What follows belongs to an exercise in optimizing a design on an open flow for small area; a production flow would make more cautious choices.
The RTL was checked by simulation tests, not by an equivalence proof against the original design.

--- run.sh ---
#!/bin/bash
# synth_recipe.tcl (not shown) runs the flow's synth.tcl, then flattens the netlist and writes it again
# the make line also repeats each setting of config.mk as NAME=value (left out here)
make -C /OpenROAD-flow-scripts/flow DESIGN_CONFIG=/design/flow/config.mk WORK_HOME=/design/flow/orfs CLKGATE_MAP_FILE= SYNTH_SCRIPT=/design/flow/synth_recipe.tcl finish
--- config.mk ---
export PLATFORM = sky130hd
export DESIGN_NAME = ws_conv5
export DESIGN_NICKNAME = ws_conv5
export VERILOG_FILES = /design/flow/design.v
export SDC_FILE = /design/flow/constraint.sdc
export NUM_CORES = 4
export LEC_CHECK = 0
export CAP_MARGIN = 20
export CORE_MARGIN = 2
export CORE_UTILIZATION = 40
export PLACE_DENSITY = 0.6
export SLEW_MARGIN = 20
export SYNTH_HIERARCHICAL = 1
--- constraint.sdc ---
create_clock -name core_clock -period 9.5 [get_ports {sys_clk}]
set_input_delay 1.9000 -clock core_clock [delete_from_list [all_inputs] [get_ports {sys_clk}]]
set_output_delay 1.9000 -clock core_clock [all_outputs]
set_load 0.01 [all_outputs]
--- design.v ---
`timescale 1ns / 1ps
module ws_conv5(
    input sys_clk,
    input en,
    input load_w,
    input clr,
    input [10:0] w11, w12, w13, w14, w15,
    input [10:0] w21, w22, w23, w24, w25,
    input [10:0] w31, w32, w33, w34, w35,
    input [10:0] w41, w42, w43, w44, w45,
    input [10:0] w51, w52, w53, w54, w55,
    input [10:0] bias,
    input [10:0] x1, x2, x3, x4, x5,
    output reg [10:0] acc_out
    );
    wire [10:0] win [0:24];
    assign win[0] = w11; assign win[1] = w12; assign win[2] = w13; assign win[3] = w14; assign win[4] = w15;
    assign win[5] = w21; assign win[6] = w22; assign win[7] = w23; assign win[8] = w24; assign win[9] = w25;
    assign win[10] = w31; assign win[11] = w32; assign win[12] = w33; assign win[13] = w34; assign win[14] = w35;
    assign win[15] = w41; assign win[16] = w42; assign win[17] = w43; assign win[18] = w44; assign win[19] = w45;
    assign win[20] = w51; assign win[21] = w52; assign win[22] = w53; assign win[23] = w54; assign win[24] = w55;
    wire [10:0] xin [0:4];
    assign xin[0] = x1; assign xin[1] = x2; assign xin[2] = x3; assign xin[3] = x4; assign xin[4] = x5;
    wire step = en & ~load_w;
    reg [10:0] wc [0:24];     
    reg [10:0] wt [0:24];     
    reg [10:0] b;             
    reg [10:0] f [0:4][0:3];  
    reg [10:0] sa [0:4];      
    reg [10:0] sb [0:4];      
    integer i, r, c;
    always @(posedge sys_clk) begin
        if (en) begin
            b <= bias;
            for (i = 0; i < 25; i = i + 1)
                wc[i] <= win[i][10] ? {1'b1, ~win[i][9:0] + 10'd1} : win[i];
        end
        if (load_w)
            for (i = 0; i < 25; i = i + 1)
                wt[i] <= wc[i];
    end
    wire [10:0] rsa [0:4];
    wire [10:0] rsb [0:4];
    genvar gr, gc;
    generate
        for (gr = 0; gr < 5; gr = gr + 1) begin : row
            wire [10:0] pc [0:4];    
            wire [4:0] pci;          
            for (gc = 0; gc < 5; gc = gc + 1) begin : col
                wire [10:0] wv = wt[gr*5+gc];
                wire [10:0] xv;
                wire [10:0] c;
                wire cin;
                assign pc[gc] = c;
                assign pci[gc] = cin;
                if (gc == 0) begin : p
                    assign xv = xin[gr];
                wire t1 = ~(wv[0] & xv[0]);
                wire t2 = ~(wv[0] & xv[1]);
                wire t3 = ~(wv[0] & xv[2]);
                wire t4 = ~(wv[0] & xv[3]);
                wire t5 = ~(wv[0] & xv[4]);
                wire t6 = ~(wv[0] & xv[5]);
                wire t7 = ~(wv[0] & xv[6]);
                wire t8 = ~(wv[0] & xv[7]);
                wire t9 = ~(wv[0] & xv[8]);
                wire t10 = ~(wv[0] & xv[9]);
                wire t11 = ~(wv[1] & xv[0]);
                wire t12 = ~(wv[1] & xv[1]);
                wire t13 = ~(wv[1] & xv[2]);
                wire t14 = ~(wv[1] & xv[3]);
                wire t15 = ~(wv[1] & xv[4]);
                wire t16 = ~(wv[1] & xv[5]);
                wire t17 = ~(wv[1] & xv[6]);
                wire t18 = ~(wv[1] & xv[7]);
                wire t19 = ~(wv[1] & xv[8]);
                wire t20 = ~(wv[1] & xv[9]);
                wire t21 = ~(wv[2] & xv[0]);
                wire t22 = ~(wv[2] & xv[1]);
                wire t23 = ~(wv[2] & xv[2]);
                wire t24 = ~(wv[2] & xv[3]);
                wire t25 = ~(wv[2] & xv[4]);
                wire t26 = ~(wv[2] & xv[5]);
                wire t27 = ~(wv[2] & xv[6]);
                wire t28 = ~(wv[2] & xv[7]);
                wire t29 = ~(wv[2] & xv[8]);
                wire t30 = ~(wv[2] & xv[9]);
                wire t31 = ~(wv[3] & xv[0]);
                wire t32 = ~(wv[3] & xv[1]);
                wire t33 = ~(wv[3] & xv[2]);
                wire t34 = ~(wv[3] & xv[3]);
                wire t35 = ~(wv[3] & xv[4]);
                wire t36 = ~(wv[3] & xv[5]);
                wire t37 = ~(wv[3] & xv[6]);
                wire t38 = ~(wv[3] & xv[7]);
                wire t39 = ~(wv[3] & xv[8]);
                wire t40 = ~(wv[3] & xv[9]);
                wire t41 = ~(wv[4] & xv[0]);
                wire t42 = ~(wv[4] & xv[1]);
                wire t43 = ~(wv[4] & xv[2]);
                wire t44 = ~(wv[4] & xv[3]);
                wire t45 = ~(wv[4] & xv[4]);
                wire t46 = ~(wv[4] & xv[5]);
                wire t47 = ~(wv[4] & xv[6]);
                wire t48 = ~(wv[4] & xv[7]);
                wire t49 = ~(wv[4] & xv[8]);
                wire t50 = ~(wv[4] & xv[9]);
                wire t51 = ~(wv[5] & xv[0]);
                wire t52 = ~(wv[5] & xv[1]);
                wire t53 = ~(wv[5] & xv[2]);
                wire t54 = ~(wv[5] & xv[3]);
                wire t55 = ~(wv[5] & xv[4]);
                wire t56 = ~(wv[5] & xv[5]);
                wire t57 = ~(wv[5] & xv[6]);
                wire t58 = ~(wv[5] & xv[7]);
                wire t59 = ~(wv[5] & xv[8]);
                wire t60 = ~(wv[5] & xv[9]);
                wire t61 = ~(wv[6] & xv[0]);
                wire t62 = ~(wv[6] & xv[1]);
                wire t63 = ~(wv[6] & xv[2]);
                wire t64 = ~(wv[6] & xv[3]);
                wire t65 = ~(wv[6] & xv[4]);
                wire t66 = ~(wv[6] & xv[5]);
                wire t67 = ~(wv[6] & xv[6]);
                wire t68 = ~(wv[6] & xv[7]);
                wire t69 = ~(wv[6] & xv[8]);
                wire t70 = ~(wv[6] & xv[9]);
                wire t71 = ~(wv[7] & xv[0]);
                wire t72 = ~(wv[7] & xv[1]);
                wire t73 = ~(wv[7] & xv[2]);
                wire t74 = ~(wv[7] & xv[3]);
                wire t75 = ~(wv[7] & xv[4]);
                wire t76 = ~(wv[7] & xv[5]);
                wire t77 = ~(wv[7] & xv[6]);
                wire t78 = ~(wv[7] & xv[7]);
                wire t79 = ~(wv[7] & xv[8]);
                wire t80 = ~(wv[7] & xv[9]);
                wire t81 = ~(wv[8] & xv[0]);
                wire t82 = ~(wv[8] & xv[1]);
                wire t83 = ~(wv[8] & xv[2]);
                wire t84 = ~(wv[8] & xv[3]);
                wire t85 = ~(wv[8] & xv[4]);
                wire t86 = ~(wv[8] & xv[5]);
                wire t87 = ~(wv[8] & xv[6]);
                wire t88 = ~(wv[8] & xv[7]);
                wire t89 = ~(wv[8] & xv[8]);
                wire t90 = ~(wv[9] & xv[0]);
                wire t91 = ~(wv[9] & xv[1]);
                wire t92 = ~(wv[9] & xv[2]);
                wire t93 = ~(wv[9] & xv[3]);
                wire t94 = ~(wv[9] & xv[4]);
                wire t95 = ~(wv[9] & xv[5]);
                wire t96 = ~(wv[9] & xv[6]);
                wire t97 = ~(wv[9] & xv[7]);
                wire t98, t99;
                fa ut98(.a(1'b1), .b(t3), .c(t12), .s(t98), .co(t99));
                wire t100, t101;
                fa ut100(.a(t4), .b(t13), .c(t22), .s(t100), .co(t101));
                wire t102, t103;
                fa ut102(.a(1'b1), .b(t31), .c(t99), .s(t102), .co(t103));
                wire t104, t105;
                fa ut104(.a(t5), .b(t14), .c(t23), .s(t104), .co(t105));
                wire t106, t107;
                fa ut106(.a(t32), .b(t41), .c(t101), .s(t106), .co(t107));
                wire t108, t109;
                fa ut108(.a(1'b1), .b(t104), .c(t103), .s(t108), .co(t109));
                wire t110, t111;
                fa ut110(.a(t6), .b(t15), .c(t24), .s(t110), .co(t111));
                wire t112, t113;
                fa ut112(.a(t33), .b(t42), .c(t51), .s(t112), .co(t113));
                wire t114, t115;
                fa ut114(.a(t105), .b(t110), .c(t112), .s(t114), .co(t115));
                wire t116, t117;
                fa ut116(.a(1'b1), .b(t107), .c(t114), .s(t116), .co(t117));
                wire t118, t119;
                fa ut118(.a(t7), .b(t16), .c(t25), .s(t118), .co(t119));
                wire t120, t121;
                fa ut120(.a(t34), .b(t43), .c(t52), .s(t120), .co(t121));
                wire t122, t123;
                fa ut122(.a(t61), .b(t111), .c(t113), .s(t122), .co(t123));
                wire t124, t125;
                fa ut124(.a(t118), .b(t120), .c(t115), .s(t124), .co(t125));
                wire t126, t127;
                fa ut126(.a(1'b1), .b(t122), .c(t117), .s(t126), .co(t127));
                wire t128, t129;
                fa ut128(.a(t8), .b(t17), .c(t26), .s(t128), .co(t129));
                wire t130, t131;
                fa ut130(.a(t35), .b(t44), .c(t53), .s(t130), .co(t131));
                wire t132, t133;
                fa ut132(.a(t62), .b(t71), .c(t119), .s(t132), .co(t133));
                wire t134, t135;
                fa ut134(.a(t121), .b(t128), .c(t130), .s(t134), .co(t135));
                wire t136, t137;
                fa ut136(.a(t123), .b(t132), .c(t134), .s(t136), .co(t137));
                wire t138, t139;
                fa ut138(.a(1'b1), .b(t125), .c(t136), .s(t138), .co(t139));
                wire t140, t141;
                fa ut140(.a(t9), .b(t18), .c(t27), .s(t140), .co(t141));
                wire t142, t143;
                fa ut142(.a(t36), .b(t45), .c(t54), .s(t142), .co(t143));
                wire t144, t145;
                fa ut144(.a(t63), .b(t72), .c(t81), .s(t144), .co(t145));
                wire t146, t147;
                fa ut146(.a(t129), .b(t131), .c(t140), .s(t146), .co(t147));
                wire t148, t149;
                fa ut148(.a(t142), .b(t144), .c(t133), .s(t148), .co(t149));
                wire t150, t151;
                fa ut150(.a(t135), .b(t146), .c(t148), .s(t150), .co(t151));
                wire t152, t153;
                fa ut152(.a(1'b1), .b(t137), .c(t150), .s(t152), .co(t153));
                wire t154, t155;
                fa ut154(.a(t10), .b(t19), .c(t28), .s(t154), .co(t155));
                wire t156, t157;
                fa ut156(.a(t37), .b(t46), .c(t55), .s(t156), .co(t157));
                wire t158, t159;
                fa ut158(.a(t64), .b(t73), .c(t82), .s(t158), .co(t159));
                wire t160, t161;
                fa ut160(.a(t90), .b(t141), .c(t143), .s(t160), .co(t161));
                wire t162, t163;
                fa ut162(.a(t145), .b(t154), .c(t156), .s(t162), .co(t163));
                wire t164, t165;
                fa ut164(.a(t158), .b(t147), .c(t160), .s(t164), .co(t165));
                wire t166, t167;
                fa ut166(.a(t162), .b(t149), .c(t164), .s(t166), .co(t167));
                wire t168, t169;
                fa ut168(.a(1'b1), .b(t151), .c(t166), .s(t168), .co(t169));
                wire t170, t171;
                fa ut170(.a(t20), .b(t29), .c(t38), .s(t170), .co(t171));
                wire t172, t173;
                fa ut172(.a(t47), .b(t56), .c(t65), .s(t172), .co(t173));
                wire t174, t175;
                fa ut174(.a(t74), .b(t83), .c(t91), .s(t174), .co(t175));
                wire t176, t177;
                fa ut176(.a(t155), .b(t157), .c(t159), .s(t176), .co(t177));
                wire t178, t179;
                fa ut178(.a(t170), .b(t172), .c(t174), .s(t178), .co(t179));
                wire t180, t181;
                fa ut180(.a(t161), .b(t163), .c(t176), .s(t180), .co(t181));
                wire t182, t183;
                fa ut182(.a(t178), .b(t165), .c(t180), .s(t182), .co(t183));
                wire t184, t185;
                fa ut184(.a(1'b1), .b(t167), .c(t182), .s(t184), .co(t185));
                wire t186, t187;
                fa ut186(.a(t30), .b(t39), .c(t48), .s(t186), .co(t187));
                wire t188, t189;
                fa ut188(.a(t57), .b(t66), .c(t75), .s(t188), .co(t189));
                wire t190, t191;
                fa ut190(.a(t84), .b(t92), .c(t171), .s(t190), .co(t191));
                wire t192, t193;
                fa ut192(.a(t173), .b(t175), .c(t186), .s(t192), .co(t193));
                wire t194, t195;
                fa ut194(.a(t188), .b(t177), .c(t179), .s(t194), .co(t195));
                wire t196, t197;
                fa ut196(.a(t190), .b(t192), .c(t181), .s(t196), .co(t197));
                wire t198, t199;
                fa ut198(.a(t194), .b(t183), .c(t196), .s(t198), .co(t199));
                wire t200, t201;
                fa ut200(.a(t40), .b(t49), .c(t58), .s(t200), .co(t201));
                wire t202, t203;
                fa ut202(.a(t67), .b(t76), .c(t85), .s(t202), .co(t203));
                wire t204, t205;
                fa ut204(.a(t93), .b(t187), .c(t189), .s(t204), .co(t205));
                wire t206, t207;
                fa ut206(.a(t200), .b(t202), .c(t191), .s(t206), .co(t207));
                wire t208, t209;
                fa ut208(.a(t193), .b(t204), .c(t195), .s(t208), .co(t209));
                wire t210, t211;
                fa ut210(.a(t206), .b(t197), .c(t208), .s(t210), .co(t211));
                wire t212, t213;
                fa ut212(.a(t50), .b(t59), .c(t68), .s(t212), .co(t213));
                wire t214, t215;
                fa ut214(.a(t77), .b(t86), .c(t94), .s(t214), .co(t215));
                wire t216, t217;
                fa ut216(.a(t201), .b(t203), .c(t212), .s(t216), .co(t217));
                wire t218, t219;
                fa ut218(.a(t214), .b(t205), .c(t216), .s(t218), .co(t219));
                wire t220, t221;
                fa ut220(.a(t207), .b(t218), .c(t209), .s(t220), .co(t221));
                wire t222, t223;
                fa ut222(.a(t60), .b(t69), .c(t78), .s(t222), .co(t223));
                wire t224, t225;
                fa ut224(.a(t87), .b(t95), .c(t213), .s(t224), .co(t225));
                wire t226, t227;
                fa ut226(.a(t215), .b(t222), .c(t217), .s(t226), .co(t227));
                wire t228, t229;
                fa ut228(.a(t224), .b(t219), .c(t226), .s(t228), .co(t229));
                wire t230, t231;
                fa ut230(.a(t70), .b(t79), .c(t88), .s(t230), .co(t231));
                wire t232, t233;
                fa ut232(.a(t96), .b(t223), .c(t230), .s(t232), .co(t233));
                wire t234, t235;
                fa ut234(.a(t225), .b(t232), .c(t227), .s(t234), .co(t235));
                wire t236, t237;
                fa ut236(.a(t80), .b(t89), .c(t97), .s(t236), .co(t237));
                wire t238, t239;
                fa ut238(.a(t231), .b(t236), .c(t233), .s(t238), .co(t239));
                wire t240, t241;
                fa ut240(.a(1'b1), .b(t2), .c(t11), .s(t240), .co(t241));
                wire t242, t243;
                fa ut242(.a(t21), .b(t241), .c(t98), .s(t242), .co(t243));
                wire t244, t245;
                fa ut244(.a(t100), .b(t102), .c(t243), .s(t244), .co(t245));
                wire t246, t247;
                fa ut246(.a(t106), .b(t108), .c(t245), .s(t246), .co(t247));
                wire t248, t249;
                fa ut248(.a(t109), .b(t116), .c(t247), .s(t248), .co(t249));
                wire t250, t251;
                fa ut250(.a(t124), .b(t126), .c(t249), .s(t250), .co(t251));
                wire t252, t253;
                fa ut252(.a(t127), .b(t138), .c(t251), .s(t252), .co(t253));
                wire t254, t255;
                fa ut254(.a(t139), .b(t152), .c(t253), .s(t254), .co(t255));
                wire t256, t257;
                fa ut256(.a(t153), .b(t168), .c(t255), .s(t256), .co(t257));
                wire t258, t259;
                fa ut258(.a(t169), .b(t184), .c(t257), .s(t258), .co(t259));
                wire t260, t261;
                fa ut260(.a(t185), .b(t198), .c(t259), .s(t260), .co(t261));
                wire t262, t263;
                fa ut262(.a(1'b1), .b(t199), .c(t210), .s(t262), .co(t263));
                wire t264, t265;
                fa ut264(.a(t211), .b(t220), .c(t263), .s(t264), .co(t265));
                wire t266, t267;
                fa ut266(.a(t228), .b(t221), .c(t265), .s(t266), .co(t267));
                wire t268, t269;
                fa ut268(.a(t229), .b(t234), .c(t267), .s(t268), .co(t269));
                wire t270 = t235 ^ t238 ^ t269;
                wire t271, t272;
                fa ut271(.a(1'b0), .b(t199), .c(t210), .s(t271), .co(t272));
                wire t273, t274;
                fa ut273(.a(t211), .b(t220), .c(t272), .s(t273), .co(t274));
                wire t275, t276;
                fa ut275(.a(t228), .b(t221), .c(t274), .s(t275), .co(t276));
                wire t277, t278;
                fa ut277(.a(t229), .b(t234), .c(t276), .s(t277), .co(t278));
                wire t279 = t235 ^ t238 ^ t278;
                wire t280 = t261 ? t262 : t271;
                wire t281 = t261 ? t264 : t273;
                wire t282 = t261 ? t266 : t275;
                wire t283 = t261 ? t268 : t277;
                wire t284 = t261 ? t270 : t279;
                wire [9:0] t = {~t284, ~t283, ~t282, ~t281, ~t280, ~t260, ~t258, ~t256, ~t254, ~t252};
                wire sg = wv[10] ^ xv[10];
                wire lowz = t1 & t240 & t242 & t244 & t246 & t248 & t250;
                assign cin = sg & (lowz | ~|t);
                assign c = {sg, t ^ {10{sg}}};
                end else begin : q
                    assign xv = f[gr][gc-1];
                wire t1 = ~(wv[0] & xv[0]);
                wire t2 = ~(wv[0] & xv[1]);
                wire t3 = ~(wv[0] & xv[2]);
                wire t4 = ~(wv[0] & xv[3]);
                wire t5 = ~(wv[0] & xv[4]);
                wire t6 = ~(wv[0] & xv[5]);
                wire t7 = ~(wv[0] & xv[6]);
                wire t8 = ~(wv[0] & xv[7]);
                wire t9 = ~(wv[0] & xv[8]);
                wire t10 = ~(wv[0] & xv[9]);
                wire t11 = ~(wv[1] & xv[0]);
                wire t12 = ~(wv[1] & xv[1]);
                wire t13 = ~(wv[1] & xv[2]);
                wire t14 = ~(wv[1] & xv[3]);
                wire t15 = ~(wv[1] & xv[4]);
                wire t16 = ~(wv[1] & xv[5]);
                wire t17 = ~(wv[1] & xv[6]);
                wire t18 = ~(wv[1] & xv[7]);
                wire t19 = ~(wv[1] & xv[8]);
                wire t20 = ~(wv[1] & xv[9]);
                wire t21 = ~(wv[2] & xv[0]);
                wire t22 = ~(wv[2] & xv[1]);
                wire t23 = ~(wv[2] & xv[2]);
                wire t24 = ~(wv[2] & xv[3]);
                wire t25 = ~(wv[2] & xv[4]);
                wire t26 = ~(wv[2] & xv[5]);
                wire t27 = ~(wv[2] & xv[6]);
                wire t28 = ~(wv[2] & xv[7]);
                wire t29 = ~(wv[2] & xv[8]);
                wire t30 = ~(wv[2] & xv[9]);
                wire t31 = ~(wv[3] & xv[0]);
                wire t32 = ~(wv[3] & xv[1]);
                wire t33 = ~(wv[3] & xv[2]);
                wire t34 = ~(wv[3] & xv[3]);
                wire t35 = ~(wv[3] & xv[4]);
                wire t36 = ~(wv[3] & xv[5]);
                wire t37 = ~(wv[3] & xv[6]);
                wire t38 = ~(wv[3] & xv[7]);
                wire t39 = ~(wv[3] & xv[8]);
                wire t40 = ~(wv[3] & xv[9]);
                wire t41 = ~(wv[4] & xv[0]);
                wire t42 = ~(wv[4] & xv[1]);
                wire t43 = ~(wv[4] & xv[2]);
                wire t44 = ~(wv[4] & xv[3]);
                wire t45 = ~(wv[4] & xv[4]);
                wire t46 = ~(wv[4] & xv[5]);
                wire t47 = ~(wv[4] & xv[6]);
                wire t48 = ~(wv[4] & xv[7]);
                wire t49 = ~(wv[4] & xv[8]);
                wire t50 = ~(wv[4] & xv[9]);
                wire t51 = ~(wv[5] & xv[0]);
                wire t52 = ~(wv[5] & xv[1]);
                wire t53 = ~(wv[5] & xv[2]);
                wire t54 = ~(wv[5] & xv[3]);
                wire t55 = ~(wv[5] & xv[4]);
                wire t56 = ~(wv[5] & xv[5]);
                wire t57 = ~(wv[5] & xv[6]);
                wire t58 = ~(wv[5] & xv[7]);
                wire t59 = ~(wv[5] & xv[8]);
                wire t60 = ~(wv[5] & xv[9]);
                wire t61 = ~(wv[6] & xv[0]);
                wire t62 = ~(wv[6] & xv[1]);
                wire t63 = ~(wv[6] & xv[2]);
                wire t64 = ~(wv[6] & xv[3]);
                wire t65 = ~(wv[6] & xv[4]);
                wire t66 = ~(wv[6] & xv[5]);
                wire t67 = ~(wv[6] & xv[6]);
                wire t68 = ~(wv[6] & xv[7]);
                wire t69 = ~(wv[6] & xv[8]);
                wire t70 = ~(wv[6] & xv[9]);
                wire t71 = ~(wv[7] & xv[0]);
                wire t72 = ~(wv[7] & xv[1]);
                wire t73 = ~(wv[7] & xv[2]);
                wire t74 = ~(wv[7] & xv[3]);
                wire t75 = ~(wv[7] & xv[4]);
                wire t76 = ~(wv[7] & xv[5]);
                wire t77 = ~(wv[7] & xv[6]);
                wire t78 = ~(wv[7] & xv[7]);
                wire t79 = ~(wv[7] & xv[8]);
                wire t80 = ~(wv[7] & xv[9]);
                wire t81 = ~(wv[8] & xv[0]);
                wire t82 = ~(wv[8] & xv[1]);
                wire t83 = ~(wv[8] & xv[2]);
                wire t84 = ~(wv[8] & xv[3]);
                wire t85 = ~(wv[8] & xv[4]);
                wire t86 = ~(wv[8] & xv[5]);
                wire t87 = ~(wv[8] & xv[6]);
                wire t88 = ~(wv[8] & xv[7]);
                wire t89 = ~(wv[8] & xv[8]);
                wire t90 = ~(wv[9] & xv[0]);
                wire t91 = ~(wv[9] & xv[1]);
                wire t92 = ~(wv[9] & xv[2]);
                wire t93 = ~(wv[9] & xv[3]);
                wire t94 = ~(wv[9] & xv[4]);
                wire t95 = ~(wv[9] & xv[5]);
                wire t96 = ~(wv[9] & xv[6]);
                wire t97 = ~(wv[9] & xv[7]);
                wire t98, t99;
                fa ut98(.a(1'b1), .b(t2), .c(t11), .s(t98), .co(t99));
                wire t100, t101;
                fa ut100(.a(t3), .b(t12), .c(t21), .s(t100), .co(t101));
                wire t102, t103;
                fa ut102(.a(1'b1), .b(t99), .c(t100), .s(t102), .co(t103));
                wire t104, t105;
                fa ut104(.a(t4), .b(t13), .c(t22), .s(t104), .co(t105));
                wire t106, t107;
                fa ut106(.a(t31), .b(t101), .c(t104), .s(t106), .co(t107));
                wire t108, t109;
                fa ut108(.a(1'b1), .b(t103), .c(t106), .s(t108), .co(t109));
                wire t110, t111;
                fa ut110(.a(t5), .b(t14), .c(t23), .s(t110), .co(t111));
                wire t112, t113;
                fa ut112(.a(t32), .b(t41), .c(t105), .s(t112), .co(t113));
                wire t114, t115;
                fa ut114(.a(t110), .b(t112), .c(t107), .s(t114), .co(t115));
                wire t116, t117;
                fa ut116(.a(1'b1), .b(t109), .c(t114), .s(t116), .co(t117));
                wire t118, t119;
                fa ut118(.a(t6), .b(t15), .c(t24), .s(t118), .co(t119));
                wire t120, t121;
                fa ut120(.a(t33), .b(t42), .c(t51), .s(t120), .co(t121));
                wire t122, t123;
                fa ut122(.a(t111), .b(t118), .c(t120), .s(t122), .co(t123));
                wire t124, t125;
                fa ut124(.a(t113), .b(t122), .c(t115), .s(t124), .co(t125));
                wire t126, t127;
                fa ut126(.a(1'b1), .b(t117), .c(t124), .s(t126), .co(t127));
                wire t128, t129;
                fa ut128(.a(t7), .b(t16), .c(t25), .s(t128), .co(t129));
                wire t130, t131;
                fa ut130(.a(t34), .b(t43), .c(t52), .s(t130), .co(t131));
                wire t132, t133;
                fa ut132(.a(t61), .b(t119), .c(t121), .s(t132), .co(t133));
                wire t134, t135;
                fa ut134(.a(t128), .b(t130), .c(t132), .s(t134), .co(t135));
                wire t136, t137;
                fa ut136(.a(t123), .b(t134), .c(t125), .s(t136), .co(t137));
                wire t138, t139;
                fa ut138(.a(1'b1), .b(t127), .c(t136), .s(t138), .co(t139));
                wire t140, t141;
                fa ut140(.a(t8), .b(t17), .c(t26), .s(t140), .co(t141));
                wire t142, t143;
                fa ut142(.a(t35), .b(t44), .c(t53), .s(t142), .co(t143));
                wire t144, t145;
                fa ut144(.a(t62), .b(t71), .c(t129), .s(t144), .co(t145));
                wire t146, t147;
                fa ut146(.a(t131), .b(t140), .c(t142), .s(t146), .co(t147));
                wire t148, t149;
                fa ut148(.a(t133), .b(t144), .c(t146), .s(t148), .co(t149));
                wire t150, t151;
                fa ut150(.a(t135), .b(t148), .c(t137), .s(t150), .co(t151));
                wire t152, t153;
                fa ut152(.a(1'b1), .b(t139), .c(t150), .s(t152), .co(t153));
                wire t154, t155;
                fa ut154(.a(t9), .b(t18), .c(t27), .s(t154), .co(t155));
                wire t156, t157;
                fa ut156(.a(t36), .b(t45), .c(t54), .s(t156), .co(t157));
                wire t158, t159;
                fa ut158(.a(t63), .b(t72), .c(t81), .s(t158), .co(t159));
                wire t160, t161;
                fa ut160(.a(t141), .b(t143), .c(t154), .s(t160), .co(t161));
                wire t162, t163;
                fa ut162(.a(t156), .b(t158), .c(t145), .s(t162), .co(t163));
                wire t164, t165;
                fa ut164(.a(t147), .b(t160), .c(t162), .s(t164), .co(t165));
                wire t166, t167;
                fa ut166(.a(t149), .b(t164), .c(t151), .s(t166), .co(t167));
                wire t168, t169;
                fa ut168(.a(1'b1), .b(t153), .c(t166), .s(t168), .co(t169));
                wire t170, t171;
                fa ut170(.a(t10), .b(t19), .c(t28), .s(t170), .co(t171));
                wire t172, t173;
                fa ut172(.a(t37), .b(t46), .c(t55), .s(t172), .co(t173));
                wire t174, t175;
                fa ut174(.a(t64), .b(t73), .c(t82), .s(t174), .co(t175));
                wire t176, t177;
                fa ut176(.a(t90), .b(t155), .c(t157), .s(t176), .co(t177));
                wire t178, t179;
                fa ut178(.a(t159), .b(t170), .c(t172), .s(t178), .co(t179));
                wire t180, t181;
                fa ut180(.a(t174), .b(t176), .c(t161), .s(t180), .co(t181));
                wire t182, t183;
                fa ut182(.a(t178), .b(t163), .c(t180), .s(t182), .co(t183));
                wire t184, t185;
                fa ut184(.a(t165), .b(t182), .c(t167), .s(t184), .co(t185));
                wire t186, t187;
                fa ut186(.a(1'b1), .b(t169), .c(t184), .s(t186), .co(t187));
                wire t188, t189;
                fa ut188(.a(t20), .b(t29), .c(t38), .s(t188), .co(t189));
                wire t190, t191;
                fa ut190(.a(t47), .b(t56), .c(t65), .s(t190), .co(t191));
                wire t192, t193;
                fa ut192(.a(t74), .b(t83), .c(t91), .s(t192), .co(t193));
                wire t194, t195;
                fa ut194(.a(t171), .b(t173), .c(t175), .s(t194), .co(t195));
                wire t196, t197;
                fa ut196(.a(t188), .b(t190), .c(t192), .s(t196), .co(t197));
                wire t198, t199;
                fa ut198(.a(t177), .b(t194), .c(t179), .s(t198), .co(t199));
                wire t200, t201;
                fa ut200(.a(t196), .b(t181), .c(t198), .s(t200), .co(t201));
                wire t202, t203;
                fa ut202(.a(t183), .b(t200), .c(t185), .s(t202), .co(t203));
                wire t204, t205;
                fa ut204(.a(1'b1), .b(t187), .c(t202), .s(t204), .co(t205));
                wire t206, t207;
                fa ut206(.a(t30), .b(t39), .c(t48), .s(t206), .co(t207));
                wire t208, t209;
                fa ut208(.a(t57), .b(t66), .c(t75), .s(t208), .co(t209));
                wire t210, t211;
                fa ut210(.a(t84), .b(t92), .c(t189), .s(t210), .co(t211));
                wire t212, t213;
                fa ut212(.a(t191), .b(t193), .c(t206), .s(t212), .co(t213));
                wire t214, t215;
                fa ut214(.a(t208), .b(t195), .c(t210), .s(t214), .co(t215));
                wire t216, t217;
                fa ut216(.a(t197), .b(t212), .c(t199), .s(t216), .co(t217));
                wire t218, t219;
                fa ut218(.a(t214), .b(t201), .c(t216), .s(t218), .co(t219));
                wire t220, t221;
                fa ut220(.a(t218), .b(t203), .c(t205), .s(t220), .co(t221));
                wire t222, t223;
                fa ut222(.a(t40), .b(t49), .c(t58), .s(t222), .co(t223));
                wire t224, t225;
                fa ut224(.a(t67), .b(t76), .c(t85), .s(t224), .co(t225));
                wire t226, t227;
                fa ut226(.a(t93), .b(t207), .c(t209), .s(t226), .co(t227));
                wire t228, t229;
                fa ut228(.a(t222), .b(t224), .c(t211), .s(t228), .co(t229));
                wire t230, t231;
                fa ut230(.a(t226), .b(t213), .c(t215), .s(t230), .co(t231));
                wire t232, t233;
                fa ut232(.a(t228), .b(t217), .c(t230), .s(t232), .co(t233));
                wire t234, t235;
                fa ut234(.a(t219), .b(t232), .c(t221), .s(t234), .co(t235));
                wire t236, t237;
                fa ut236(.a(t50), .b(t59), .c(t68), .s(t236), .co(t237));
                wire t238, t239;
                fa ut238(.a(t77), .b(t86), .c(t94), .s(t238), .co(t239));
                wire t240, t241;
                fa ut240(.a(t223), .b(t225), .c(t236), .s(t240), .co(t241));
                wire t242, t243;
                fa ut242(.a(t238), .b(t227), .c(t240), .s(t242), .co(t243));
                wire t244, t245;
                fa ut244(.a(t229), .b(t242), .c(t231), .s(t244), .co(t245));
                wire t246, t247;
                fa ut246(.a(t233), .b(t244), .c(t235), .s(t246), .co(t247));
                wire t248, t249;
                fa ut248(.a(t60), .b(t69), .c(t78), .s(t248), .co(t249));
                wire t250, t251;
                fa ut250(.a(t87), .b(t95), .c(t237), .s(t250), .co(t251));
                wire t252, t253;
                fa ut252(.a(t239), .b(t248), .c(t250), .s(t252), .co(t253));
                wire t254, t255;
                fa ut254(.a(t241), .b(t243), .c(t252), .s(t254), .co(t255));
                wire t256, t257;
                fa ut256(.a(t254), .b(t245), .c(t247), .s(t256), .co(t257));
                wire t258, t259;
                fa ut258(.a(t70), .b(t79), .c(t88), .s(t258), .co(t259));
                wire t260, t261;
                fa ut260(.a(t96), .b(t249), .c(t258), .s(t260), .co(t261));
                wire t262, t263;
                fa ut262(.a(t251), .b(t260), .c(t253), .s(t262), .co(t263));
                wire t264, t265;
                fa ut264(.a(t255), .b(t262), .c(t257), .s(t264), .co(t265));
                wire t266, t267;
                fa ut266(.a(t80), .b(t89), .c(t97), .s(t266), .co(t267));
                wire t268, t269;
                fa ut268(.a(t259), .b(t266), .c(t261), .s(t268), .co(t269));
                wire t270, t271;
                fa ut270(.a(t268), .b(t263), .c(t265), .s(t270), .co(t271));
                wire [9:0] t = {~t270, ~t264, ~t256, ~t246, ~t234, ~t220, ~t204, ~t186, ~t168, ~t152};
                wire sg = wv[10] ^ xv[10];
                wire lowz = t1 & t98 & t102 & t108 & t116 & t126 & t138;
                assign cin = sg & (lowz | ~|t);
                assign c = {sg, t ^ {10{sg}}};
                end
            end
            if (gr == 0) begin : r0
            wire t1, t2;
            fa ut1(.a(b[0]), .b(pc[0][0]), .c(pci[0]), .s(t1), .co(t2));
            wire t3, t4;
            fa ut3(.a(pc[1][0]), .b(pc[2][0]), .c(pc[3][0]), .s(t3), .co(t4));
            wire t5, t6;
            fa ut5(.a(pc[4][0]), .b(pci[1]), .c(pci[2]), .s(t5), .co(t6));
            wire t7, t8;
            fa ut7(.a(pci[3]), .b(pci[4]), .c(t1), .s(t7), .co(t8));
            wire t9, t10;
            ha ut9(.a(t3), .b(t5), .s(t9), .co(t10));
            wire t11, t12;
            fa ut11(.a(b[1]), .b(pc[0][1]), .c(pc[1][1]), .s(t11), .co(t12));
            wire t13, t14;
            fa ut13(.a(pc[2][1]), .b(pc[3][1]), .c(pc[4][1]), .s(t13), .co(t14));
            wire t15, t16;
            fa ut15(.a(t2), .b(t4), .c(t11), .s(t15), .co(t16));
            wire t17, t18;
            fa ut17(.a(t13), .b(t6), .c(t8), .s(t17), .co(t18));
            wire t19, t20;
            ha ut19(.a(t10), .b(t15), .s(t19), .co(t20));
            wire t21, t22;
            fa ut21(.a(b[2]), .b(pc[0][2]), .c(pc[1][2]), .s(t21), .co(t22));
            wire t23, t24;
            fa ut23(.a(pc[2][2]), .b(pc[3][2]), .c(pc[4][2]), .s(t23), .co(t24));
            wire t25, t26;
            fa ut25(.a(t12), .b(t14), .c(t21), .s(t25), .co(t26));
            wire t27, t28;
            fa ut27(.a(t23), .b(t16), .c(t25), .s(t27), .co(t28));
            wire t29, t30;
            ha ut29(.a(t20), .b(t18), .s(t29), .co(t30));
            wire t31, t32;
            fa ut31(.a(b[3]), .b(pc[0][3]), .c(pc[1][3]), .s(t31), .co(t32));
            wire t33, t34;
            fa ut33(.a(pc[2][3]), .b(pc[3][3]), .c(pc[4][3]), .s(t33), .co(t34));
            wire t35, t36;
            fa ut35(.a(t22), .b(t24), .c(t31), .s(t35), .co(t36));
            wire t37, t38;
            fa ut37(.a(t33), .b(t26), .c(t35), .s(t37), .co(t38));
            wire t39, t40;
            ha ut39(.a(t28), .b(t37), .s(t39), .co(t40));
            wire t41, t42;
            fa ut41(.a(b[4]), .b(pc[0][4]), .c(pc[1][4]), .s(t41), .co(t42));
            wire t43, t44;
            fa ut43(.a(pc[2][4]), .b(pc[3][4]), .c(pc[4][4]), .s(t43), .co(t44));
            wire t45, t46;
            fa ut45(.a(t32), .b(t34), .c(t41), .s(t45), .co(t46));
            wire t47, t48;
            fa ut47(.a(t43), .b(t36), .c(t45), .s(t47), .co(t48));
            wire t49, t50;
            ha ut49(.a(t38), .b(t47), .s(t49), .co(t50));
            wire t51, t52;
            fa ut51(.a(b[5]), .b(pc[0][5]), .c(pc[1][5]), .s(t51), .co(t52));
            wire t53, t54;
            fa ut53(.a(pc[2][5]), .b(pc[3][5]), .c(pc[4][5]), .s(t53), .co(t54));
            wire t55, t56;
            fa ut55(.a(t42), .b(t44), .c(t51), .s(t55), .co(t56));
            wire t57, t58;
            fa ut57(.a(t53), .b(t46), .c(t55), .s(t57), .co(t58));
            wire t59, t60;
            ha ut59(.a(t48), .b(t57), .s(t59), .co(t60));
            wire t61, t62;
            fa ut61(.a(b[6]), .b(pc[0][6]), .c(pc[1][6]), .s(t61), .co(t62));
            wire t63, t64;
            fa ut63(.a(pc[2][6]), .b(pc[3][6]), .c(pc[4][6]), .s(t63), .co(t64));
            wire t65, t66;
            fa ut65(.a(t52), .b(t54), .c(t61), .s(t65), .co(t66));
            wire t67, t68;
            fa ut67(.a(t63), .b(t56), .c(t65), .s(t67), .co(t68));
            wire t69, t70;
            ha ut69(.a(t58), .b(t67), .s(t69), .co(t70));
            wire t71, t72;
            fa ut71(.a(b[7]), .b(pc[0][7]), .c(pc[1][7]), .s(t71), .co(t72));
            wire t73, t74;
            fa ut73(.a(pc[2][7]), .b(pc[3][7]), .c(pc[4][7]), .s(t73), .co(t74));
            wire t75, t76;
            fa ut75(.a(t62), .b(t64), .c(t71), .s(t75), .co(t76));
            wire t77, t78;
            fa ut77(.a(t73), .b(t66), .c(t75), .s(t77), .co(t78));
            wire t79, t80;
            ha ut79(.a(t68), .b(t77), .s(t79), .co(t80));
            wire t81, t82;
            fa ut81(.a(b[8]), .b(pc[0][8]), .c(pc[1][8]), .s(t81), .co(t82));
            wire t83, t84;
            fa ut83(.a(pc[2][8]), .b(pc[3][8]), .c(pc[4][8]), .s(t83), .co(t84));
            wire t85, t86;
            fa ut85(.a(t72), .b(t74), .c(t81), .s(t85), .co(t86));
            wire t87, t88;
            fa ut87(.a(t83), .b(t76), .c(t85), .s(t87), .co(t88));
            wire t89, t90;
            ha ut89(.a(t78), .b(t87), .s(t89), .co(t90));
            wire t91, t92;
            fa ut91(.a(b[9]), .b(pc[0][9]), .c(pc[1][9]), .s(t91), .co(t92));
            wire t93, t94;
            fa ut93(.a(pc[2][9]), .b(pc[3][9]), .c(pc[4][9]), .s(t93), .co(t94));
            wire t95, t96;
            fa ut95(.a(t82), .b(t84), .c(t91), .s(t95), .co(t96));
            wire t97, t98;
            fa ut97(.a(t93), .b(t86), .c(t95), .s(t97), .co(t98));
            wire t99, t100;
            ha ut99(.a(t88), .b(t97), .s(t99), .co(t100));
            wire t101, t102;
            fa ut101(.a(b[10]), .b(pc[0][10]), .c(pc[1][10]), .s(t101), .co(t102));
            wire t103, t104;
            fa ut103(.a(pc[2][10]), .b(pc[3][10]), .c(pc[4][10]), .s(t103), .co(t104));
            wire t105, t106;
            fa ut105(.a(t92), .b(t94), .c(t101), .s(t105), .co(t106));
            wire t107, t108;
            fa ut107(.a(t103), .b(t96), .c(t105), .s(t107), .co(t108));
            wire t109, t110;
            ha ut109(.a(t98), .b(t107), .s(t109), .co(t110));
            assign rsa[gr] = {t100, t90, t80, t70, t60, t50, t40, t30, t27, t17, t7};
            assign rsb[gr] = {t109, t99, t89, t79, t69, t59, t49, t39, t29, t19, t9};
            end else begin : rn
            wire t1, t2;
            fa ut1(.a(sa[gr-1][0]), .b(sb[gr-1][0]), .c(pc[0][0]), .s(t1), .co(t2));
            wire t3, t4;
            fa ut3(.a(pci[0]), .b(pc[1][0]), .c(pc[2][0]), .s(t3), .co(t4));
            wire t5, t6;
            fa ut5(.a(pc[3][0]), .b(pc[4][0]), .c(t1), .s(t5), .co(t6));
            wire t7, t8;
            fa ut7(.a(pci[1]), .b(pci[2]), .c(pci[3]), .s(t7), .co(t8));
            wire t9, t10;
            fa ut9(.a(pci[4]), .b(t3), .c(t5), .s(t9), .co(t10));
            wire t11, t12;
            fa ut11(.a(sa[gr-1][1]), .b(sb[gr-1][1]), .c(pc[0][1]), .s(t11), .co(t12));
            wire t13, t14;
            fa ut13(.a(pc[1][1]), .b(pc[2][1]), .c(pc[3][1]), .s(t13), .co(t14));
            wire t15, t16;
            fa ut15(.a(pc[4][1]), .b(t2), .c(t11), .s(t15), .co(t16));
            wire t17, t18;
            fa ut17(.a(t4), .b(t13), .c(t6), .s(t17), .co(t18));
            wire t19, t20;
            fa ut19(.a(t15), .b(t8), .c(t10), .s(t19), .co(t20));
            wire t21, t22;
            fa ut21(.a(sa[gr-1][2]), .b(sb[gr-1][2]), .c(pc[0][2]), .s(t21), .co(t22));
            wire t23, t24;
            fa ut23(.a(pc[1][2]), .b(pc[2][2]), .c(pc[3][2]), .s(t23), .co(t24));
            wire t25, t26;
            fa ut25(.a(pc[4][2]), .b(t12), .c(t21), .s(t25), .co(t26));
            wire t27, t28;
            fa ut27(.a(t14), .b(t23), .c(t16), .s(t27), .co(t28));
            wire t29, t30;
            fa ut29(.a(t25), .b(t18), .c(t27), .s(t29), .co(t30));
            wire t31, t32;
            fa ut31(.a(sa[gr-1][3]), .b(sb[gr-1][3]), .c(pc[0][3]), .s(t31), .co(t32));
            wire t33, t34;
            fa ut33(.a(pc[1][3]), .b(pc[2][3]), .c(pc[3][3]), .s(t33), .co(t34));
            wire t35, t36;
            fa ut35(.a(pc[4][3]), .b(t22), .c(t31), .s(t35), .co(t36));
            wire t37, t38;
            fa ut37(.a(t24), .b(t33), .c(t26), .s(t37), .co(t38));
            wire t39, t40;
            fa ut39(.a(t35), .b(t28), .c(t37), .s(t39), .co(t40));
            wire t41, t42;
            fa ut41(.a(sa[gr-1][4]), .b(sb[gr-1][4]), .c(pc[0][4]), .s(t41), .co(t42));
            wire t43, t44;
            fa ut43(.a(pc[1][4]), .b(pc[2][4]), .c(pc[3][4]), .s(t43), .co(t44));
            wire t45, t46;
            fa ut45(.a(pc[4][4]), .b(t32), .c(t41), .s(t45), .co(t46));
            wire t47, t48;
            fa ut47(.a(t34), .b(t43), .c(t36), .s(t47), .co(t48));
            wire t49, t50;
            fa ut49(.a(t45), .b(t38), .c(t47), .s(t49), .co(t50));
            wire t51, t52;
            fa ut51(.a(sa[gr-1][5]), .b(sb[gr-1][5]), .c(pc[0][5]), .s(t51), .co(t52));
            wire t53, t54;
            fa ut53(.a(pc[1][5]), .b(pc[2][5]), .c(pc[3][5]), .s(t53), .co(t54));
            wire t55, t56;
            fa ut55(.a(pc[4][5]), .b(t42), .c(t51), .s(t55), .co(t56));
            wire t57, t58;
            fa ut57(.a(t44), .b(t53), .c(t46), .s(t57), .co(t58));
            wire t59, t60;
            fa ut59(.a(t55), .b(t48), .c(t57), .s(t59), .co(t60));
            wire t61, t62;
            fa ut61(.a(sa[gr-1][6]), .b(sb[gr-1][6]), .c(pc[0][6]), .s(t61), .co(t62));
            wire t63, t64;
            fa ut63(.a(pc[1][6]), .b(pc[2][6]), .c(pc[3][6]), .s(t63), .co(t64));
            wire t65, t66;
            fa ut65(.a(pc[4][6]), .b(t52), .c(t61), .s(t65), .co(t66));
            wire t67, t68;
            fa ut67(.a(t54), .b(t63), .c(t56), .s(t67), .co(t68));
            wire t69, t70;
            fa ut69(.a(t65), .b(t58), .c(t67), .s(t69), .co(t70));
            wire t71, t72;
            fa ut71(.a(sa[gr-1][7]), .b(sb[gr-1][7]), .c(pc[0][7]), .s(t71), .co(t72));
            wire t73, t74;
            fa ut73(.a(pc[1][7]), .b(pc[2][7]), .c(pc[3][7]), .s(t73), .co(t74));
            wire t75, t76;
            fa ut75(.a(pc[4][7]), .b(t62), .c(t71), .s(t75), .co(t76));
            wire t77, t78;
            fa ut77(.a(t64), .b(t73), .c(t66), .s(t77), .co(t78));
            wire t79, t80;
            fa ut79(.a(t75), .b(t68), .c(t77), .s(t79), .co(t80));
            wire t81, t82;
            fa ut81(.a(sa[gr-1][8]), .b(sb[gr-1][8]), .c(pc[0][8]), .s(t81), .co(t82));
            wire t83, t84;
            fa ut83(.a(pc[1][8]), .b(pc[2][8]), .c(pc[3][8]), .s(t83), .co(t84));
            wire t85, t86;
            fa ut85(.a(pc[4][8]), .b(t72), .c(t81), .s(t85), .co(t86));
            wire t87, t88;
            fa ut87(.a(t74), .b(t83), .c(t76), .s(t87), .co(t88));
            wire t89, t90;
            fa ut89(.a(t85), .b(t78), .c(t87), .s(t89), .co(t90));
            wire t91, t92;
            fa ut91(.a(sa[gr-1][9]), .b(sb[gr-1][9]), .c(pc[0][9]), .s(t91), .co(t92));
            wire t93, t94;
            fa ut93(.a(pc[1][9]), .b(pc[2][9]), .c(pc[3][9]), .s(t93), .co(t94));
            wire t95, t96;
            fa ut95(.a(pc[4][9]), .b(t82), .c(t91), .s(t95), .co(t96));
            wire t97, t98;
            fa ut97(.a(t84), .b(t93), .c(t86), .s(t97), .co(t98));
            wire t99, t100;
            fa ut99(.a(t95), .b(t88), .c(t97), .s(t99), .co(t100));
            wire t101, t102;
            fa ut101(.a(sa[gr-1][10]), .b(sb[gr-1][10]), .c(pc[0][10]), .s(t101), .co(t102));
            wire t103, t104;
            fa ut103(.a(pc[1][10]), .b(pc[2][10]), .c(pc[3][10]), .s(t103), .co(t104));
            wire t105, t106;
            fa ut105(.a(pc[4][10]), .b(t92), .c(t101), .s(t105), .co(t106));
            wire t107, t108;
            fa ut107(.a(t94), .b(t103), .c(t96), .s(t107), .co(t108));
            wire t109, t110;
            fa ut109(.a(t105), .b(t98), .c(t107), .s(t109), .co(t110));
            assign rsa[gr] = {t100, t90, t80, t70, t60, t50, t40, t30, t20, t17, t7};
            assign rsb[gr] = {t109, t99, t89, t79, t69, t59, t49, t39, t29, t19, t9};
            end
        end
    endgenerate
    wire [10:0] acc_d;
    wire t1, t2;
    ha ut1(.a(sa[4][0]), .b(sb[4][0]), .s(t1), .co(t2));
    wire t3, t4;
    fa ut3(.a(sa[4][1]), .b(sb[4][1]), .c(t2), .s(t3), .co(t4));
    wire t5, t6;
    fa ut5(.a(sa[4][2]), .b(sb[4][2]), .c(t4), .s(t5), .co(t6));
    wire t7, t8;
    fa ut7(.a(sa[4][3]), .b(sb[4][3]), .c(t6), .s(t7), .co(t8));
    wire t9, t10;
    fa ut9(.a(sa[4][4]), .b(sb[4][4]), .c(t8), .s(t9), .co(t10));
    wire t11, t12;
    fa ut11(.a(sa[4][5]), .b(sb[4][5]), .c(t10), .s(t11), .co(t12));
    wire t13, t14;
    fa ut13(.a(sa[4][6]), .b(sb[4][6]), .c(t12), .s(t13), .co(t14));
    wire t15, t16;
    fa ut15(.a(sa[4][7]), .b(sb[4][7]), .c(t14), .s(t15), .co(t16));
    wire t17, t18;
    fa ut17(.a(sa[4][8]), .b(sb[4][8]), .c(t16), .s(t17), .co(t18));
    wire t19, t20;
    fa ut19(.a(sa[4][9]), .b(sb[4][9]), .c(t18), .s(t19), .co(t20));
    wire t21, t22;
    fa ut21(.a(sa[4][10]), .b(sb[4][10]), .c(t20), .s(t21), .co(t22));
    assign acc_d = {t21, t19, t17, t15, t13, t11, t9, t7, t5, t3, t1};
    always @(posedge sys_clk) begin
        if (step) begin
            for (r = 0; r < 5; r = r + 1) begin
                sa[r] <= rsa[r];
                sb[r] <= rsb[r];
                f[r][0] <= xin[r];
                for (c = 1; c < 4; c = c + 1)
                    f[r][c] <= f[r][c-1];
            end
        end
        acc_out <= clr ? 11'd0 : acc_d;
    end
endmodule
module fa(input a, input b, input c, output s, output co);
    assign s = a ^ b ^ c;
    assign co = (a & b) | (a & c) | (b & c);
endmodule
module ha(input a, input b, output s, output co);
    assign s = a ^ b;
    assign co = a & b;
endmodule
==> results by group <==
Critical path
  – Worst-path fanout max: 5
  – CP required: 10.03 ns
  – Critical path capture point type: flip-flop
  – CP Launch Type: flip-flop
  – WS Path Type: flip-flop to flip-flop
  – R2R Setup Slk: 0.23 ns
  – Worst Path Arrival: just under 10 ns
  – R2r worst-path depth: 22

Clock network
  – Cts hold-fix bufs: 0
  – Root Driver: clkbuf_16
  – Max Root-Sink Buffers: 3
  – Maximum level of the CTS H-tree: 3
  – Clock Pin Slew Worst Setup and Hold Paths: around 0.06 ns
  – Worst-skew pair later-pin latency: 0.79 ns
  – CTS Sinks: 902
  – CTS buffer count: 111
  – TritonCTS clock tree: built

GRT
  – Tot GR Track Use: 20.08%
  – Pin count of the biggest net entering global routing: 135
  – Initial antenna violation count: 16
  – Vias in the first global route: 66822
  – Gr ovfl total: 0
  – First-pass GRT wire length: 379.5 mm

Final layout
  – Share of layout cells above drive strength 1: 9.729%
  – Multi-input gate area: just under 70000 µm²
  – Fillers: 21402
  – P&R area growth vs syn: 14.27%
  – Final design area excluding fillers: 110400 µm²
  – Total Nets Final: approximately 11000
  – Reg area: between 20000 and 30000 µm²

Route
  – Vias: a little under 60000
  – Routed vias/inst: 5.108
  – Final wirelength: 238.6 mm
  – Initial DRC Count: around 4000
  – DR DRC count: 0
  – DR pass1 iterations: 6
  – Wire length per cell: 20.83 µm
  – Antenna Nets Post-Route: 0

Worst hold path
  – Hold path cells: 0
  – Hold WC Path Type: flip-flop to flip-flop

Logic synthesis
  – Synth top area cells: fa_1 51%, edfxtp_1 28%, nand2_1 10%
  – Average cell area after synthesis: 12.79 µm²
  – Post-synth EDFFs: 891
  – Register bit total from synthesis: 902
  – Post-synth cell types: 34
  – Cell count after synthesis: about 7600
  – Synth area leader: fa_1
  – Sequential cell area fraction in the yosys report: between 20% and 30%
  – Top-area cell type share of the netlist area: 51.04%
  – Yosys warns: 17
  – Post-synth ARST share: 0%
  – Synth Flop Type: edfxtp_1
  – Post-Syn Area: 96640 µm²

Timing
  – # setup viols final: 0
  – Hold Violations, Final: 0
  – Worst rel slew slack: 30.04%
  – Worst-Margin Slew: 1.048 ns
  – Max Slew Vio Count: 0
  – Worst setup margin: 0.2349 ns
  – Final Skew: 0.05817 ns
  – Tmin final: slightly above 9 ns
  – F_max: 107.9 MHz
  – Final period util: just under 100%

Floorplan
  – Core area: 240300 µm²
  – Initial Util: 40.21%
  – Total number of placement rows: 180
  – Io pins: 356
  – Die Height: 495.5 µm
  – Die Wd: 495.5 µm
  – DIE AREA: 245500 µm²

Placement
  – Pre-CTS WS: -0.3386 ns
  – Port bufs: between 300 and 400
  – Area of placed instances: 106000 µm²
  – Gpl congestion: 0.9017
  – Hpwl dp: 194.8 mm

Outcome
  – Status: no timing/DRC/antenna violations

Flow run
  – Max-Cap Viols: 0
-- final timing paths --
path                                  end      start
worst max-delay path             sb[0][9]    f[0][1]
worst min-delay path            wt[16][9]  wc[16][9]
worst max register to register   sb[0][9]    f[0][1]
worst min register to register  wt[16][9]  wc[16][9]
-- Yosys stat by module, one instance, submodules excluded --
module / copies in the design / flops+latches / cells
ha: 12 / 0 / 1
fa: 2464 / 0 / 1
ws_conv5: 1 / 902 / 5079
-- timing repair --
action,4_1_cts,5_1_grt
setup buffers,12,28
pin swaps,6,26
setup endpoints to repair,14,19
gates resized for setup,17,112
-- cells by family after synthesis --
| kind of cell | share of synthesized area, % |
|---|---|
| AND/OR/NAND/NOR | 11.59 |
| adder cells (fa/ha/maj) | 51.52 |
| flip-flops | 27.91 |
| buffers and inverters | 2.565 |
| XOR/XNOR | 4.396 |
| AO/OA/AOI/OAI | 1.802 |
| multiplexers | 0.2072 |
| other | 0.007771 |
-- per-stage QoR --
stage | TNS [ns] | hold slack [ns] | utilization [%] | cells
finish | 0 | 0.4035 | 45.95 | 11456
global route | -0.007221 | 0.3938 | 45.95 | 11454
CTS | 0 | 0.4041 | 45.72 | 11421
detailed placement | -12.46 | 0.4045 | 44.10 | 11204
global placement | -7.364 | 0.4001 | 44.09 | 11204
floorplan | 0 | 0.4003 | - | 7813
-- cells in the mapped netlist (all sizes together), types with 23 or more instances --
| master | instances |
|---|---|
| a211oi | 30 |
| nand3 | 35 |
| nand2b | 25 |
| or3b | 23 |
| o31ai | 73 |
| edfxtp | 891 |
| o21ai | 71 |
| nand2 | 2573 |
| xnor2 | 412 |
| inv | 55 |
| nand4 | 65 |
| xor2 | 73 |
| clkbuf | 442 |
| buf | 109 |
| ha | 37 |
| nor2 | 34 |
| fa | 2464 |
| or3 | 23 |
-- sequential cells by signal, summed over array words and instances (netlist names) --
register and cells:
wc 275, wt 275, sb 55, b 11, f 220, acc_out 11, sa 55
-- cell type report --
class	count	area share, %
flip-flops and latches	902	24.43
repair buffers	797	6.273
multi-input cells	6305	62.09
well taps	3185	3.609
clock buffers	133	2.686
inverters	55	0.1870
diodes	7	0.01586
clock inverters	72	0.7161
-- cell usage in the layout, fill, tap and decap left out, types with 11 or more instances in the layout --
| master | netlist | routed |
|---|---|---|
| nor2b_1 | 17 | 16 |
| ha_1 | 37 | 37 |
| nand3_1 | 35 | 35 |
| xnor2_2 | 0 | 12 |
| dfxtp_1 | 11 | 11 |
| clkinvlp_4 | 0 | 11 |
| or3b_4 | 23 | 23 |
| o31ai_4 | 23 | 23 |
| mux2i_1 | 20 | 20 |
| xor2_1 | 73 | 70 |
| o21ai_0 | 71 | 71 |
| fa_1 | 2464 | 2355 |
| o21a_1 | 22 | 22 |
| clkinv_2 | 0 | 18 |
| xnor2_1 | 412 | 400 |
| nor2_1 | 34 | 34 |
| clkbuf_1 | 442 | 17 |
| a211oi_1 | 30 | 30 |
| nand2_1 | 2573 | 2567 |
| conb_1 | 2 | 260 |
| buf_4 | 0 | 437 |
| clkbuf_16 | 0 | 116 |
| nand2b_1 | 25 | 25 |
| inv_1 | 50 | 50 |
| nand4_1 | 65 | 65 |
| fa_2 | 0 | 109 |
| o31ai_1 | 50 | 50 |
| clkdlybuf4s50_1 | 0 | 353 |
| nor3_1 | 22 | 22 |
| or3_1 | 23 | 23 |
| edfxtp_1 | 891 | 891 |
-- critical path: stages, from the launching register on --
cell	delay, ns
edfxtp_1	0.55
nand2_2	0.13
fa_2	0.45
fa_1	0.39
fa_1	0.40
fa_2	0.36
fa_1	0.38
fa_1	0.38
fa_1	0.39
fa_1	0.48
fa_2	0.37
fa_2	0.36
fa_1	0.39
fa_1	0.39
fa_1	0.39
fa_1	0.40
fa_1	0.39
fa_2	0.61
xnor2_2	0.13
fa_1	0.44
fa_1	0.51
fa_1	0.41
ha_1	0.28
-- layer usage --
layer  vias to the layer above  part of all wire, %  GRT usage [%]
met4                        16                  3.8          7.356
met2                      2047                   51          34.39
met5                         -                0.044              0
met1                     31378                   39          26.09
li1                      24653                    -              -
met3                       420                  5.8          2.765

separate check: timing with driven ports:
The flow's constraints put no driver on any port. The routed layout listed below was extracted and timed again, unchanged, in two steps.
Step 1, drivers: a clkbuf_16 drives sys_clk and a buf_2 each remaining input, both assumed.
Step 2 moves the port delays by t, midway between the first and last clock arrival at a register: inputs arrive t later, outputs are due t later. That takes back most of the time a late clock gives input paths.
Slacks: ideal ports / drivers / drivers and shift; pairs: ideal ports / drivers.
t, ns: 0.857
setup slack, ns: 0.235 / 0.235 / -0.330
worst hold slack (ns): 0.403 / 0.403 / 0.403
clock arrival spread, ns: 0.065 / 0.065
Met with ideal ports but missed after step 2: setup timing in this run. The setup slack of this run moves by 0.000 ns with the drivers and by -0.565 ns with both steps.
